Context: an optimization exercise on an open-source flow, tuned for small area. The choices shown serve that exercise and are no tape-out recipe. The RTL was checked by simulation tests, not by an equivalence proof against the original design. Power and IR drop assume default switching activity.

==> design.v <==
module dirc_updater(
    input move,
    input [1:0] dirc,
    input [6:0] x, y,
    output [6:0] update_x, update_y
);
    wire up = dirc[0];
    wire [6:0] c = dirc[1] ? y : x;
    wire [7:0] t;
    assign t[0] = 1'b1;
    genvar i;
    generate for ( i = 0; i < 7; i = i + 1 ) begin : g_step
        assign t[i+1] = t[i] & ( c[i] ~^ up );
    end endgenerate
    wire at_edge = up ? ( c == 7'd74 ) : ( c == 7'd0 );
    wire [6:0] n = at_edge ? ( up ? 7'd0 : 7'd74 ) : ( c ^ t[6:0] );
    assign update_x = ( move & ~dirc[1] ) ? n : x;
    assign update_y = ( move & dirc[1] ) ? n : y;
endmodule
module waddr_gen(input [6:0] x, y, output [12:0] a);
    wire s0, c0;
    assign {c0, s0} = x[0] + y[0];
    wire s1, c1;
    assign {c1, s1} = x[1] + y[1] + y[0];
    wire s2, c2;
    assign {c2, s2} = c0 + s1;
    wire s3, c3;
    assign {c3, s3} = x[2] + y[2] + y[1];
    wire s4, c4;
    assign {c4, s4} = c1 + c2 + s3;
    wire s5, c5;
    assign {c5, s5} = x[3] + y[3] + y[2];
    wire s6, c6;
    assign {c6, s6} = y[0] + c3 + c4;
    wire s7, c7;
    assign {c7, s7} = s5 + s6;
    wire s8, c8;
    assign {c8, s8} = x[4] + y[4] + y[3];
    wire s9, c9;
    assign {c9, s9} = y[1] + c5 + c6;
    wire s10, c10;
    assign {c10, s10} = c7 + s8 + s9;
    wire s11, c11;
    assign {c11, s11} = x[5] + y[5] + y[4];
    wire s12, c12;
    assign {c12, s12} = y[2] + c8 + c9;
    wire s13, c13;
    assign {c13, s13} = c10 + s11 + s12;
    wire s14, c14;
    assign {c14, s14} = x[6] + y[6] + y[5];
    wire s15, c15;
    assign {c15, s15} = y[3] + y[0] + c11;
    wire s16, c16;
    assign {c16, s16} = c12 + c13 + s14;
    wire s17, c17;
    assign {c17, s17} = s15 + s16;
    wire s18, c18;
    assign {c18, s18} = y[6] + y[4] + y[1];
    wire s19, c19;
    assign {c19, s19} = c14 + c15 + c16;
    wire s20, c20;
    assign {c20, s20} = c17 + s18 + s19;
    wire s21, c21;
    assign {c21, s21} = y[5] + y[2] + c18;
    wire s22, c22;
    assign {c22, s22} = c19 + c20 + s21;
    wire s23, c23;
    assign {c23, s23} = y[6] + y[3] + c21;
    wire s24, c24;
    assign {c24, s24} = c22 + s23;
    wire s25, c25;
    assign {c25, s25} = y[4] + c23 + c24;
    wire s26, c26;
    assign {c26, s26} = y[5] + c25;
    wire s27, c27;
    assign {c27, s27} = y[6] + c26;
    assign a = {s27, s26, s25, s24, s22, s20, s17, s13, s10, s7, s4, s2, s0};
endmodule
module rand_core(
    input             clk,
    input             rstn,
    input             new_en,
    output reg [31:0] rand_code,
    output reg [6:0]  rand_x,      
    output reg [6:0]  rand_y       
);
parameter seed = 32'h3ecd12;
parameter feedback = 32'h280c97;
reg new_d;
wire feedback_item = ^( feedback & rand_code );
function [7:0] add7(input [6:0] a, input [6:0] b);
    integer i;
    reg c;
    begin
        c = 1'b0;
        for ( i = 0; i < 7; i = i + 1 ) begin
            add7[i] = a[i] ^ b[i] ^ c;
            c = ( a[i] & b[i] ) | ( c & ( a[i] ^ b[i] ) );
        end
        add7[7] = c;
    end
endfunction
function [6:0] next75(input [6:0] r, input b, input t);
    reg [6:0] k;
    reg [7:0] s;
    begin
        if ( r[0] == b )
            k = t ? ( ( r[6] | r[5] | r[4] | ( r[3] & r[2] & r[1] ) ) ? 7'd121 : 7'd68 ) : 7'd0;    
        else if ( b )
            k = t ? 7'd30 : 7'd37;    
        else
            k = t ? 7'd31 : 7'd38;    
        s = add7( { 1'b0, r[6:1] }, k );
        next75 = s[6:0];
    end
endfunction
always @( posedge clk ) begin
    if( !rstn )
        new_d <= 1'b0;
    else
        new_d <= new_en;
end
always @( posedge clk ) begin
    if( !rstn ) begin
        rand_code <= seed;
        rand_x <= 7'd62;     
        rand_y <= 7'd73;     
    end
    else if( ~new_d & new_en ) begin
        rand_code <= { feedback_item, rand_code[31:1] };
        rand_x <= next75( rand_x, rand_code[16], feedback_item );
        rand_y <= next75( rand_y, rand_code[0], rand_code[16] );
    end
end
endmodule
`timescale 1ns / 1ps
module play_core #(
    parameter time_per_step = 200,
    parameter time_per_food = 3,
    parameter total_food = 36,
    parameter food_a_color = 12'h48F,
    parameter food_b_color = 12'h00F,
    parameter GAME_OVER = 5'b11000,
    parameter PAINT_A = 5'b11010,
    parameter PAINT_B = 5'b11011,
    parameter IDLE = 5'b00000,
    parameter DEL_TAILA = 5'b00001,
    parameter DEL_TAILB = 5'b00010,
    parameter PNT_TAILA = 5'b00011,
    parameter CHANGE_DIRC = 5'b00100,
    parameter LOCK_A = 5'b00101,
    parameter LOCK_B = 5'b00110,
    parameter LOCK = 5'b00111,
    parameter PNT_TAILB = 5'b01000,
    parameter PNT_HEADA = 5'b01001,
    parameter PNT_HEADB = 5'b01010,
    parameter JUG_EATA = 5'b01011,
    parameter JUG_EATB = 5'b01100,
    parameter CHANGE_DIRC_TAILA = 5'b01101,
    parameter CHANGE_DIRC_TAILB = 5'b01110,
    parameter EXT_TAILA = 5'b01111,
    parameter GET_INFO_TAILA = 5'b10000,
    parameter CHANGE_TO_TAILB = 5'b10001,
    parameter GET_INFO_TAILB = 5'b10010,
    parameter EXT_TAILB = 5'b10011,
    parameter SET_FOOD = 5'b10100,
    parameter GET_INFO_FOOD = 5'b10101,
    parameter JUG_FOOD_LOCTION = 5'b10110,
    parameter GROW_TAILB = 5'b10111
)(
    input clk,
    input rst,
    input play, pause,
    input [11:0] head_a_color, head_b_color,
    input [11:0] body_a_color, body_b_color,
    input BTNL_a, BTNR_a, BTNU_a, BTND_a,
    input BTNL_b, BTNR_b, BTNU_b, BTND_b,
    input [15:0] rdata,
    output reg [1:0] who_win,
    output reg over,
    output [31:0] len_a, len_b,
    output [2:0] food_time_out,
    output reg [5:0] food_count,
    output wire [12:0] waddr,
    output reg [15:0] wdata,
    output reg we
);
    reg [4:0] update_state;
    wire st_go = ( update_state == GAME_OVER );
    wire st_ws = ( update_state[4:1] == 4'b1101 );         
    wire paint_a = ~update_state[0];
    wire st_up = ~( update_state[4] & update_state[3] );
    wire st_pa = update_state[4] & update_state[3] &
                 ( update_state[2] | ( update_state[1:0] == 2'b01 ) );
    wire u_idle   = ( update_state == IDLE );
    wire u_dela   = ( update_state == DEL_TAILA );
    wire u_delb   = ( update_state == DEL_TAILB );
    wire u_pnta   = ( update_state == PNT_TAILA );
    wire u_pntb   = ( update_state == PNT_TAILB );
    wire u_hda    = ( update_state == PNT_HEADA );
    wire u_hdb    = ( update_state == PNT_HEADB );
    wire u_jea    = ( update_state == JUG_EATA );
    wire u_jeb    = ( update_state == JUG_EATB );
    wire u_cdta   = ( update_state == CHANGE_DIRC_TAILA );
    wire u_cdtb   = ( update_state == CHANGE_DIRC_TAILB );
    wire u_exta   = ( update_state == EXT_TAILA );
    wire u_gia    = ( update_state == GET_INFO_TAILA );
    wire u_cttb   = ( update_state == CHANGE_TO_TAILB );
    wire u_gib    = ( update_state == GET_INFO_TAILB );
    wire u_grb    = ( update_state == GROW_TAILB );
    wire u_extb   = ( update_state == EXT_TAILB );
    wire u_setf   = ( update_state == SET_FOOD );
    wire u_gif    = ( update_state == GET_INFO_FOOD );
    wire u_jfl    = ( update_state == JUG_FOOD_LOCTION );
    wire u_cd     = ( update_state == CHANGE_DIRC );
    wire u_locka  = ( update_state == LOCK_A );
    wire u_lockb  = ( update_state == LOCK_B );
    function [10:0] inc11e(input [10:0] a, input en);
        integer i;
        reg c;
        begin
            c = en;
            for ( i = 0; i < 11; i = i + 1 ) begin
                inc11e[i] = a[i] ^ c;
                c = c & a[i];
            end
        end
    endfunction
    function [6:0] dec7e(input [6:0] a, input en);
        integer i;
        reg b;
        begin
            b = en;
            for ( i = 0; i < 7; i = i + 1 ) begin
                dec7e[i] = a[i] ^ b;
                b = b & ~a[i];
            end
        end
    endfunction
    function [1:0] cmp11(input [10:0] a, input [10:0] b);
        integer i;
        reg lt, gt;
        begin
            lt = 1'b0; gt = 1'b0;
            for ( i = 0; i < 11; i = i + 1 ) begin
                lt = a[i] ? ( b[i] & lt ) : ( b[i] | lt );
                gt = a[i] ? ( ~b[i] | gt ) : ( ~b[i] & gt );
            end
            cmp11 = { ~lt & ~gt, lt };
        end
    endfunction
    reg s1, s2, s3;
    wire play_PS = s2 & (~s3);
    always@(posedge clk)begin
        if ( rst ) begin
            s1 <= 0;
            s2 <= 0;
            s3 <= 0;
        end
        else begin
            s1 <= play;
            s2 <= s1;
            s3 <= s2;
        end
    end
    wire start = st_go & play_PS;
    reg [31:0] time_count;
    reg [7:0] step_limit;        
    always @(*) begin
        case ( food_count )
            6'd0: step_limit = 8'd92;    6'd1: step_limit = 8'd95;
            6'd2: step_limit = 8'd98;    6'd3: step_limit = 8'd101;
            6'd4: step_limit = 8'd104;   6'd5: step_limit = 8'd107;
            6'd6: step_limit = 8'd110;   6'd7: step_limit = 8'd113;
            6'd8: step_limit = 8'd116;   6'd9: step_limit = 8'd119;
            6'd10: step_limit = 8'd122;  6'd11: step_limit = 8'd125;
            6'd12: step_limit = 8'd128;  6'd13: step_limit = 8'd131;
            6'd14: step_limit = 8'd134;  6'd15: step_limit = 8'd137;
            6'd16: step_limit = 8'd140;  6'd17: step_limit = 8'd143;
            6'd18: step_limit = 8'd146;  6'd19: step_limit = 8'd149;
            6'd20: step_limit = 8'd152;  6'd21: step_limit = 8'd155;
            6'd22: step_limit = 8'd158;  6'd23: step_limit = 8'd161;
            6'd24: step_limit = 8'd164;  6'd25: step_limit = 8'd167;
            6'd26: step_limit = 8'd170;  6'd27: step_limit = 8'd173;
            6'd28: step_limit = 8'd176;  6'd29: step_limit = 8'd179;
            6'd30: step_limit = 8'd182;  6'd31: step_limit = 8'd185;
            6'd32: step_limit = 8'd188;  6'd33: step_limit = 8'd191;
            6'd34: step_limit = 8'd194;  6'd35: step_limit = 8'd197;
            default: step_limit = 8'd200;
        endcase
    end
    wire expire = ( time_count[31:8] == 24'd0 ) && ( time_count[7:0] == step_limit );
    wire [31:0] tc_carry;
    assign tc_carry[0] = st_up;
    genvar gi;
    generate for ( gi = 1; gi < 32; gi = gi + 1 ) begin : g_tc
        assign tc_carry[gi] = tc_carry[gi-1] & time_count[gi-1];
    end endgenerate
    wire tc_clr = rst | st_go | st_ws;
    always @( posedge clk ) begin
        time_count[31:8] <= {24{~tc_clr}} & ( time_count[31:8] ^ tc_carry[31:8] );
        if ( tc_clr )
            time_count[7:0] <= 0;
        else if ( st_up & expire )
            time_count[7:0] <= 1;
        else
            time_count[7:0] <= time_count[7:0] ^ tc_carry[7:0];
    end
    reg [10:0] len_a_r, len_b_r;
    assign len_a = { 21'd0, len_a_r };
    assign len_b = { 21'd0, len_b_r };
    reg eaten;
    reg [4:0] eat_a, eat_b;
    reg [2:0] ft_hi;
    reg [3:0] ft_lo;
    wire [6:0] food_time = { ft_hi, ft_lo };
    assign food_time_out = ft_hi;
    wire [31:0] rand_num;
    wire [6:0] rand_x, rand_y;
    rand_core rand_gen(
        clk, ~rst,
        time_count[1:0] == 2'b00,
        rand_num, rand_x, rand_y
    );
    reg [6:0] hd0_x, hd1_x, tl0_x, tl1_x, write_x;
    reg [6:0] hd0_y, hd1_y, tl0_y, tl1_y, write_y;
    reg [1:0] dirc_a, dirc_b;
    reg [1:0] tail_dirc_a, tail_dirc_b;
    wire kind_empty = ( rdata[1:0] == 2'b00 );
    wire grow_a = u_exta & ( eat_a != 0 ) & kind_empty;
    wire grow_b = u_extb & ( eat_b != 0 ) & kind_empty;
    wire end_a  = u_exta & ~( ( eat_a != 0 ) & kind_empty );
    wire end_b  = u_extb & ~( ( eat_b != 0 ) & kind_empty );
    wire place_food = u_setf & eaten & ( food_count != 0 );
    wire retry_food = u_jfl & ( rdata[1] | rdata[0] );
    wire ws_a_end = paint_a & ( write_y == 25 );
    wire ws_b_end = ~paint_a & ( write_y == 49 );
    wire ws_move = st_ws & ~ws_a_end & ~ws_b_end;
    wire rot_h = u_pnta | u_pntb | u_hda | u_hdb;
    wire rot_t = u_dela | u_delb | u_jea | u_jeb | u_cdtb | u_gib;
    wire p_h = rot_h;
    wire p_t = rot_t | u_cdta | u_cttb;
    wire p_r = place_food | retry_food;
    wire p_w = ~( p_h | p_t | p_r );
    wire [6:0] ptr_x = ( {7{p_h}} & hd0_x ) | ( {7{p_t}} & tl0_x ) | ( {7{p_r}} & rand_x ) | ( {7{p_w}} & write_x );
    wire [6:0] ptr_y = ( {7{p_h}} & hd0_y ) | ( {7{p_t}} & tl0_y ) | ( {7{p_r}} & rand_y ) | ( {7{p_w}} & write_y );
    reg [1:0] dirc;
    always @(*) begin
        if ( st_ws )
            dirc = { 1'b1, ~paint_a };        
        else if ( u_jea )
            dirc = tail_dirc_a;
        else if ( u_jeb )
            dirc = tail_dirc_b;
        else if ( u_cdta )
            dirc = { rdata[3], ~rdata[2] };
        else if ( u_cttb )
            dirc = { tail_dirc_b[1], ~tail_dirc_b[0] };
        else if ( u_hda )
            dirc = dirc_a;
        else if ( u_hdb )
            dirc = dirc_b;
        else
            dirc = { wdata[3], ~wdata[2] };
    end
    wire move = ws_move | u_hda | u_hdb | u_jea | u_jeb | u_cdta | u_cttb |
                grow_a | grow_b;
    wire [6:0] uptr_x, uptr_y;
    dirc_updater updater( move, dirc, ptr_x, ptr_y, uptr_x, uptr_y );
    wire w_upd = move | u_dela | u_delb | u_pnta | u_pntb | p_r;
    always @( posedge clk ) begin
        if ( rst ) begin
            write_x <= 0; write_y <= 0;
        end
        else if ( start ) begin
            write_x <= 25; write_y <= 49;
        end
        else if ( st_ws & ws_a_end ) begin
            write_x <= 49; write_y <= 25;
        end
        else if ( w_upd ) begin
            write_x <= uptr_x; write_y <= uptr_y;
        end
    end
    always @( posedge clk ) begin
        if ( start ) begin
            hd0_x <= 25; hd0_y <= 49;       
            hd1_x <= 49; hd1_y <= 25;       
            tl0_x <= 25; tl0_y <= 25;       
            tl1_x <= 49; tl1_y <= 49;       
        end
        else begin
            if ( rot_h ) begin
                hd0_x <= hd1_x; hd0_y <= hd1_y;
                hd1_x <= uptr_x; hd1_y <= uptr_y;
            end
            if ( rot_t ) begin
                tl0_x <= tl1_x; tl0_y <= tl1_y;
                tl1_x <= uptr_x; tl1_y <= uptr_y;
            end
            else if ( grow_a | grow_b ) begin
                tl1_x <= write_x; tl1_y <= write_y;
            end
        end
        if ( u_pnta ) tail_dirc_a <= rdata[3:2];
        if ( u_pntb | u_cdtb ) tail_dirc_b <= rdata[3:2];
    end
    waddr_gen addr( write_x, write_y, waddr );
    wire heads_meet = ( hd0_x == hd1_x ) && ( hd0_y == hd1_y );
    wire turn_a = dirc_a[1] ? ( BTNL_a | BTNR_a ) : ( BTNU_a | BTND_a );
    wire [1:0] new_dirc_a = dirc_a[1] ? { 1'b0, ~BTNL_a } : { 1'b1, ~BTNU_a };
    wire turn_b = dirc_b[1] ? ( BTNL_b | BTNR_b ) : ( BTNU_b | BTND_b );
    wire [1:0] new_dirc_b = dirc_b[1] ? { 1'b0, ~BTNL_b } : { 1'b1, ~BTNU_b };
    always @( posedge clk ) begin
        if ( start ) begin
            dirc_a <= 2'b11; dirc_b <= 2'b10;
        end
        else begin
            if ( ( u_cd | u_lockb ) & turn_a ) dirc_a <= new_dirc_a;
            if ( ( u_cd | u_locka ) & turn_b ) dirc_b <= new_dirc_b;
        end
    end
    wire [6:0] fc_dec = dec7e( { 1'b0, food_count }, place_food );
    wire ft_run = u_setf & ~eaten & ( food_count[1:0] == 2'b00 ) & ( food_time != 0 );
    wire [6:0] ft_dec = dec7e( food_time, ft_run );
    wire [6:0] ea_dec = dec7e( { 2'b0, eat_a }, grow_a );
    wire [6:0] eb_dec = dec7e( { 2'b0, eat_b }, grow_b );
    wire [1:0] len_rel = cmp11( len_a_r, len_b_r );
    wire [1:0] len_cmp = len_rel[1] ? 2'b11 : len_rel[0] ? 2'b01 : 2'b10;
    wire a_hit = ( rdata[1:0] == 2'b01 ) | ( rdata[1:0] == 2'b10 );
    wire food_end = u_setf & eaten & ( food_count == 0 );
    wire jeb_over = u_jeb & ( a_hit | who_win[0] );
    reg [4:0] us_next;
    always @(*) begin
        us_next = update_state;
        if ( u_dela ) us_next = DEL_TAILB;
        else if ( u_delb ) us_next = PNT_TAILA;
        else if ( u_pnta ) us_next = PNT_TAILB;
        else if ( u_pntb ) us_next = PNT_HEADA;
        else if ( u_hda ) us_next = PNT_HEADB;
        else if ( u_hdb ) us_next = JUG_EATA;
        else if ( u_jea ) us_next = JUG_EATB;
        else if ( u_jeb ) us_next = CHANGE_DIRC_TAILA;
        else if ( u_cdta ) us_next = CHANGE_DIRC_TAILB;
        else if ( u_cdtb ) us_next = EXT_TAILA;
        else if ( grow_a ) us_next = GET_INFO_TAILA;
        else if ( end_a ) us_next = CHANGE_TO_TAILB;
        else if ( u_gia ) us_next = EXT_TAILA;
        else if ( u_cttb ) us_next = GET_INFO_TAILB;
        else if ( u_gib | u_grb ) us_next = EXT_TAILB;
        else if ( grow_b ) us_next = GROW_TAILB;
        else if ( end_b ) us_next = SET_FOOD;
        else if ( place_food | retry_food ) us_next = GET_INFO_FOOD;
        else if ( u_setf & ~eaten ) us_next = CHANGE_DIRC;
        else if ( u_gif ) us_next = JUG_FOOD_LOCTION;
        else if ( u_jfl ) us_next = CHANGE_DIRC;
        else if ( u_cd & turn_b ) us_next = LOCK_B;
        else if ( u_cd & turn_a ) us_next = LOCK_A;
        else if ( ( u_locka & turn_b ) | ( u_lockb & turn_a ) ) us_next = LOCK;
        else if ( expire ) us_next = DEL_TAILA;
    end
    always @( posedge clk ) begin
        if ( rst )
            update_state <= GAME_OVER;
        else if ( st_go ) begin
            if ( play_PS ) update_state <= PAINT_A;
        end
        else if ( st_ws ) begin
            if ( ws_a_end ) update_state <= PAINT_B;
            else if ( ws_b_end ) update_state <= IDLE;
        end
        else if ( st_pa ) begin
            if ( play_PS ) update_state <= { 2'b00, update_state[2:0] };
        end
        else if ( jeb_over | food_end )
            update_state <= GAME_OVER;
        else if ( pause & ( u_cd | u_locka ) )
            update_state <= { 2'b11, us_next[2:0] };
        else
            update_state <= us_next;
    end
    always @( posedge clk ) begin
        if ( rst )
            we <= 0;
        else if ( start | u_dela | u_cdta | ( u_jfl & ~( rdata[1] | rdata[0] ) ) )
            we <= 1;
        else if ( st_go | ( st_ws & ws_b_end ) | u_idle | u_jea | place_food |
                  ( u_setf & ~eaten ) | u_cd )
            we <= 0;
    end
    wire wd_hac = start | u_hda;
    wire wd_hbc = ( st_ws & ws_a_end ) | u_hdb;
    wire wd_bac = ( st_ws & paint_a & ~ws_a_end ) | u_pnta;
    wire wd_bbc = ( st_ws & ~paint_a & ~ws_b_end ) | u_pntb | u_cttb;
    wire wd_rd  = u_cdta | end_a | end_b;
    wire wd_zero = u_dela | u_delb;
    wire wd_food = place_food;
    wire wd_hold = ~( wd_hac | wd_hbc | wd_bac | wd_bbc | wd_rd | wd_zero | wd_food );
    wire food_b = ( food_count[1:0] == 2'b01 );
    wire wd_a = wd_hac | wd_bac;
    wire wd_b = wd_hbc | wd_bbc;
    wire [1:0] wd_dir = start ? 2'b11 :
                        st_ws ? { 1'b1, paint_a & ~ws_a_end } :
                        u_cttb ? tail_dirc_b :
                        wd_a ? dirc_a : dirc_b;
    always @( posedge clk ) begin
        wdata[15:4] <= ( {12{wd_hac}} & head_a_color ) |
                       ( {12{wd_hbc}} & head_b_color ) |
                       ( {12{wd_bac}} & body_a_color ) |
                       ( {12{wd_bbc}} & body_b_color ) |
                       ( {12{wd_rd}} & rdata[15:4] ) |
                       ( {12{wd_food}} & ( food_b ? food_b_color : food_a_color ) ) |
                       ( {12{wd_hold}} & wdata[15:4] );
        wdata[3:2] <= ( {2{wd_a | wd_b}} & wd_dir ) |
                      ( {2{wd_rd}} & rdata[3:2] ) |
                      ( {2{wd_food}} & { 1'b0, food_b } ) |
                      ( {2{wd_hold}} & wdata[3:2] );
        wdata[1:0] <= ( {2{wd_rd}} & rdata[1:0] ) |
                      { wd_b | wd_food, wd_a | wd_food } |
                      ( {2{wd_hold}} & wdata[1:0] );
    end
    always @( posedge clk ) begin
        if ( rst ) begin
            over <= 0;
            who_win <= 0;
            len_a_r <= 0; len_b_r <= 0;
            food_count <= 0;
            ft_hi <= 0;
        end
        else begin
            over <= jeb_over | food_end;
            if ( u_idle ) who_win <= 0;
            else if ( u_jea & a_hit ) who_win <= 2'b01;
            else if ( u_jeb & ( rdata[1:0] == 2'b01 ) )
                who_win <= ( who_win[0] | heads_meet ) ? len_cmp : 2'b10;
            else if ( u_jeb & ( rdata[1:0] == 2'b10 ) )
                who_win <= who_win[0] ? len_cmp : 2'b10;
            else if ( food_end ) who_win <= len_cmp;
            if ( start ) begin
                len_a_r <= 25; len_b_r <= 25;
            end
            else begin
                len_a_r <= inc11e( len_a_r, grow_a );
                len_b_r <= inc11e( len_b_r, grow_b );
            end
            if ( u_idle ) food_count <= total_food;
            else food_count <= fc_dec[5:0];
            if ( u_idle ) ft_hi <= 0;
            else if ( ( u_jea | u_jeb ) & ( rdata[2:0] == 3'b111 ) ) ft_hi <= 0;
            else if ( place_food ) ft_hi <= ( food_count[1:0] == 2'b01 ) ? 3'b111 : 3'b000;
            else ft_hi <= ft_dec[6:4];
        end
    end
    always @( posedge clk ) begin
        if ( u_idle ) ft_lo <= 0;
        else if ( ( u_jea | u_jeb ) & ( rdata[2:0] == 3'b111 ) ) ft_lo <= 0;
        else if ( place_food ) ft_lo <= ( food_count[1:0] == 2'b01 ) ? 4'b1111 : 4'b0000;
        else ft_lo <= ft_dec[3:0];
        if ( u_idle | place_food ) eaten <= u_idle;
        else if ( ( u_jea | u_jeb ) & ( rdata[1:0] == 2'b11 ) ) eaten <= 1;
        if ( u_jea )
            eat_a <= ( rdata[1:0] != 2'b11 ) ? 5'd0 :
                     rdata[2] ? { 1'b1, food_time[6:3] } : 5'd16;
        else eat_a <= ea_dec[4:0];
        if ( u_jeb )
            eat_b <= ( rdata[1:0] != 2'b11 ) ? 5'd0 :
                     rdata[2] ? { 1'b1, food_time[6:3] } : 5'd16;
        else eat_b <= eb_dec[4:0];
    end
endmodule
==> flow/run.sh <==
#!/bin/bash
# The standard layout (standard.sh) with these changes to how it is made:
#  - synthesis is synth_recipe.tcl with flow/synth_extra.tcl added: ABC maps
#    the logic with flow/abc.script, and full/half-adder cells are used
#    only for the board address adder; the registers and their names are
#    the same as the standard synthesis's
#  - no Kogge-Stone carry unit (the SYNTH_OPERATIONS_ARGS default)
#  - the port buffers that global placement adds are buf_1 cells
#  - one tie cell drives the constant outputs (len_a / len_b bits 31:11)
#    instead of one tie cell per output pin (SKIP_REPAIR_TIE_FANOUT)
# Each tool's full output is in standard.log and in orfs/logs/.
set -euo pipefail
{
    head -n 1 synth_recipe.tcl
    cat flow/synth_extra.tcl
    tail -n +2 synth_recipe.tcl
} > my_synth.tcl
export SNAKE_ABC_SCRIPT="$PWD/flow/abc.script"
bash standard.sh \
    SYNTH_OPERATIONS_ARGS=-noshare \
    "BUFFER_PORTS_ARGS=-buffer_cell sky130_fd_sc_hd__buf_1" \
    SKIP_REPAIR_TIE_FANOUT=1 \
    SYNTH_SCRIPT="$PWD/my_synth.tcl" \
    finish > standard.log 2>&1
==> flow/abc.script <==
strash
&get -n
&deepsyn -T 60 -S 1
&put
strash
&get -n
&dch -f
&nf -R 1000
&put
==> flow/synth_extra.tcl <==
# Additions to synth_recipe.tcl, defined before it sources the flow's
# synth.tcl. They change only how the logic is mapped to cells; the
# registers and their names stay those of the standard synthesis.

# Technology mapping with flow/abc.script (ABC's &deepsyn logic
# optimization for up to 60 s, then area-oriented mapping with &nf)
# instead of the flow's abc_area / abc_speed script, which sizes and
# buffers cells for a delay target: the -script and -D arguments of the
# flow's abc call are replaced.
proc abc {args} {
  set out {}
  set skip 0
  foreach a $args {
    if { $skip } { set skip 0; continue }
    if { $a eq "-script" || $a eq "-D" } { set skip 1; continue }
    lappend out $a
  }
  yosys abc -script $::env(SNAKE_ABC_SCRIPT) {*}$out
}

# Full/half-adder cells only for the board address adder: the fan-in cone
# of waddr back to the registers. Elsewhere ABC maps the arithmetic.
proc extract_fa {args} {
  yosys extract_fa {*}$args {w:waddr} {%ci*:-[C,D,E,R]}
}
==> standard.sh <==
#!/bin/bash
# synth_recipe.tcl (not shown) runs the flow's synth.tcl, then flattens the netlist and writes it again
# the make line also repeats each setting of config.mk as NAME=value (left out here)
make -C /OpenROAD-flow-scripts/flow DESIGN_CONFIG=/design/flow/config.mk WORK_HOME=/design/flow/orfs CLKGATE_MAP_FILE= SYNTH_SCRIPT=/design/flow/synth_recipe.tcl "${@:-finish}"
==> config.mk <==
export PLATFORM = sky130hd
export DESIGN_NAME = play_core
export DESIGN_NICKNAME = play_core
export VERILOG_FILES = /design/flow/design.v
export SDC_FILE = /design/flow/constraint.sdc
export NUM_CORES = 4
export LEC_CHECK = 0
export ABC_AREA = 1
export CAP_MARGIN = 20
export CORE_MARGIN = 2
export CORE_UTILIZATION = 60
export CTS_BUF_LIST = sky130_fd_sc_hd__clkbuf_8
export CTS_CLUSTER_DIAMETER = 80
export CTS_CLUSTER_SIZE = 12
export PLACE_DENSITY = 0.75
export SLEW_MARGIN = 20
==> constraint.sdc <==
create_clock -name core_clock -period 12.0 [get_ports {clk}]
set_input_delay 2.4000 -clock core_clock [delete_from_list [all_inputs] [get_ports {clk}]]
set_output_delay 2.4000 -clock core_clock [all_outputs]
set_load 0.01 [all_outputs]
==> notes.md <==
power by group through the flow:
stage / registers (W) / clock network (W) / logic [W]
finish: 0.00116 / 0.000433 / 0.00173
global route: 0.00118 / 0.000470 / 0.00191
CTS: 0.00115 / 0.000443 / 0.00171
detailed placement: 0.00117 / 0 / 0.00170
global placement: 0.00116 / 0 / 0.00167
floorplan: 0.00114 / 0 / 0.00121
cell type report:
| class | instances | area share |
|---|---|---|
| Clock buffer | 23 | 0.0260 |
| Timing Repair Buffer | 157 | 0.0539 |
| Tap cell | 234 | 0.0240 |
| Multi-Input combinational cell | 955 | 0.491 |
| Inverter | 65 | 0.0200 |
| Sequential cell | 231 | 0.383 |
| Clock inverter | 3 | 0.00154 |
per-stage QoR:
stage / instances / hold WS, ns / power (W) / worst slack, ns / area [um2]
6_report: 1668 / 0.465 / 0.00332 / 2.75 / 12200
2_1_floorplan: 1296 / 0.414 / 0.00235 / 3.60 / 11200
5_1_grt: 1668 / 0.479 / 0.00356 / 2.41 / 12200
4_1_cts: 1668 / 0.447 / 0.00330 / 2.68 / 12200
3_5_place_dp: 1642 / 0.450 / 0.00287 / 3.27 / 11900
3_3_place_gp: 1641 / 0.424 / 0.00283 / 3.39 / 11900
placed cells by master, fill, tap and decap left out, types with 6 or more instances in the layout:
cell      instances
dfxtp_1         226
nand2_1         141
buf_1           139
nor2_1          116
a21oi_1         101
o21ai_0          95
clkinv_1         65
nor3_1           47
a22o_1           34
xnor2_1          34
a222oi_1         27
a22oi_1          26
and3_1           25
clkbuf_8         23
nand3_1          22
o22a_1           21
fa_1             21
and2_0           20
buf_4            18
nor2b_1          17
o22ai_1          16
a31oi_1          16
nand2b_1         15
a211oi_1         12
mux2i_1          12
nor4_1           10
a221oi_1         10
or2_0             9
a221o_1           9
xor2_1            8
or4_1             7
nand4_1           6
o21a_1            6
ha_1              6
flip-flops by register name (all words and copies together), names as in the netlist, 11 cells and up:
register and cells:
len_a_r 11, len_b_r 11, rand_gen.rand_code 32, time_count 32
wdata 16
worst register-to-register path, stage by stage (launching register included):
cell and delay (ns):
dfxtp_1 0.30, buf_4 0.20, nand2_1 0.27, and3_1 0.28, and3_1 0.22, and2_0 0.26, and3_1 0.23, and2_0 0.24
and3_1 0.28, and3_1 0.22, and2_0 0.26, and3_1 0.23, and2_0 0.23, and3_1 0.22, and2_0 0.25, and3_1 0.23
and2_0 0.24, and3_1 0.22, and2_0 0.23, and3_1 0.22, and2_0 0.24, and3_1 0.26, and3_1 0.18, nor3_1 0.04
cell families (layout without fill, tap and decap cells):
logic type,after synthesis,in the layout,synth area share
flops,231,231,0.417
xor+xnor,42,42,0.0328
buf+inv,110,248,0.0519
mux,17,17,0.0157
simple gates,452,452,0.190
other cells,1,1,0.000334
compound gates,415,415,0.248
fa+ha+maj,28,28,0.0450
metal layers:
layer  up-vias  GRT usage  share of wire
met5         -          0              0
met4         0     0.0937          0.025
met3        64     0.0537          0.089
met2       469      0.507           0.46
met1      4935      0.426           0.43
li1       5032          -              -
path summary, 6_finish.rpt:
kind / start / to / slack, ns / cells after the start
worst max register to register: update_state[4] / time_count[31] / 6.33 / 23
worst min-delay path: s1 / s2 / 0.46 / 1
worst max-delay path: write_y[0] / waddr[12] / 2.75 / 18
worst min register to register: s1 / s2 / 0.46 / 1
==> out/metrics.yaml <==
first_global_vias: 9836
layout-drive-gt1-share: 0.0321
critPathRequiredTime_ns: 9.60
power_frac_clock: 0.130
power_frac_seq: 0.349
path_delay_family: "adder cells"
avgSynthCellArea_um2: 8.66
yosys.area.top_type: "dfxtp_1"
dpl.hpwl_mm: 23.0
antenna_left: 0
core_area_mm2: 0.0185
num_rows: 50
path_class: "flip-flop to output pin"
fillers: 1648
final.setup_skew_ns: 0.0188
num_antenna_cells: 0
crit_chain: "fa_1, ha_1, fa_1, clkinv_1, fa_1, fa_1, clkinv_1, fa_1, fa_1, fa_1, fa_1, fa_1, fa_1, ha_1, fa_1, ha_1, xor2_1, buf_1"
tns_ns: 0
die_w_um: 141
cts_hold_buf: 0
wire_per_inst_um: 18.8
worstSkewPairLatency_ns: 0.53
num_io_pins: 182
clock_sinks: 231
fin_crit_ns: 9.25
gp_congestion: 0.958
synth_cell_types: 60
finalCritPeriodShare: 0.771
cts_tree: "built"
via_count: 10500
drt_first_pass_iters: 7
startpoint_type: "flip-flop"
finalHoldViolCount: 0
slowest_delay_ns: 0.56
antenna_found_initial: 0
area_growth_pct: 8.68
track_usage: 0.311
grt_max_degree: 43
fmax_ghz: 0.108
synth_top_area_share: 0.403
cp_max_fo: 6
wirelength_mm: 31.3
clk_pin_slew_ns: 0.09
initial_utilization: 0.606
ys_ff_latch: 231
p_int_w: 0.00178
htreeDepth: 1
arrival_ns: 6.85
tightest_slew_ns: 1.10
setup_viol: 0
post_cts_buffers: 0
combPwrFrac: 0.520
ys_warn_count: 2
cpMostUsedCell: "fa_1"
drcViolationCount: 0
synth_edf_count: 5
drtIter0Drc: 1252
status: "finished clean"
ys_top_cells_by_count: "dfxtp_1, nand2_1, nor2_1"
final_core_util: 0.659
ys.flop_type: "dfxtp_1"
clk_path_buf_depth: 3
synth-seq-area-share: 0.417
syn_area_mm2: 0.0112
switching_power_w: 0.00153
placement.io_buffers: 139
peakVddDrop_mv: 0.127
slew_viol_final: 0
cp_slowest_cell: "fa_1"
end_kind: "output pin"
powerDensity_mw_per_mm2: 272
p_leak_nw: 4.59
die-area_mm2: 0.0198
rsz0062_at_grt: "false"
multiInputGateArea_mm2: 0.00599
final_nets: 1536
netSwitchingFraction: 0.462
die_y_um: 141
via_per_inst: 6.29
regArea_mm2: 0.00467
path_buf_inv: 3
drv_cap: 0
syn_nets: 1399
yosysMostFrequentCell: "dfxtp_1"
synthArstFlopShare: 0
synth_area_leaders: "dfxtp_1, nand2_1, a21oi_1"
postSynthCellCount: 1296
ctsRootBufferMaster: "clkbuf_8"
post_cts_resized: 0
holdCritPathClass: "flip-flop to flip-flop"
grt_pass1_wl_mm: 50.3
cts_buffers: 23
overflow: 0
relSlewSlack: 0.265

## afterwards: timing with drivers on the ports
The flow's constraints put no driver on any port. The routed layout listed below was extracted and timed again, unchanged, in two steps. Step 1 sets driving cells, clkbuf_16 on the clock port and buf_2 on the other inputs (assumed; they add their load-dependent delay and slew). Step 2 adds t to the input delays and takes it off the output delays; t is the mean of the earliest and latest rising clock arrival at the registers after step 1. Input paths then give back, and output paths get back, about the clock's delay inside the block. Slacks: ideal ports / drivers / drivers and shift; pairs: ideal ports / drivers.
t, ns: 0.562
setup WS [ns]: 2.746 / 2.705 / 3.267
worst slew at a driven data input, ns: 0.07
pins driven straight from the clock port: 1
After both steps setup and hold are still met in this run. For this run, drivers alone change the setup slack by -0.041 ns; drivers and shift together by +0.521 ns.
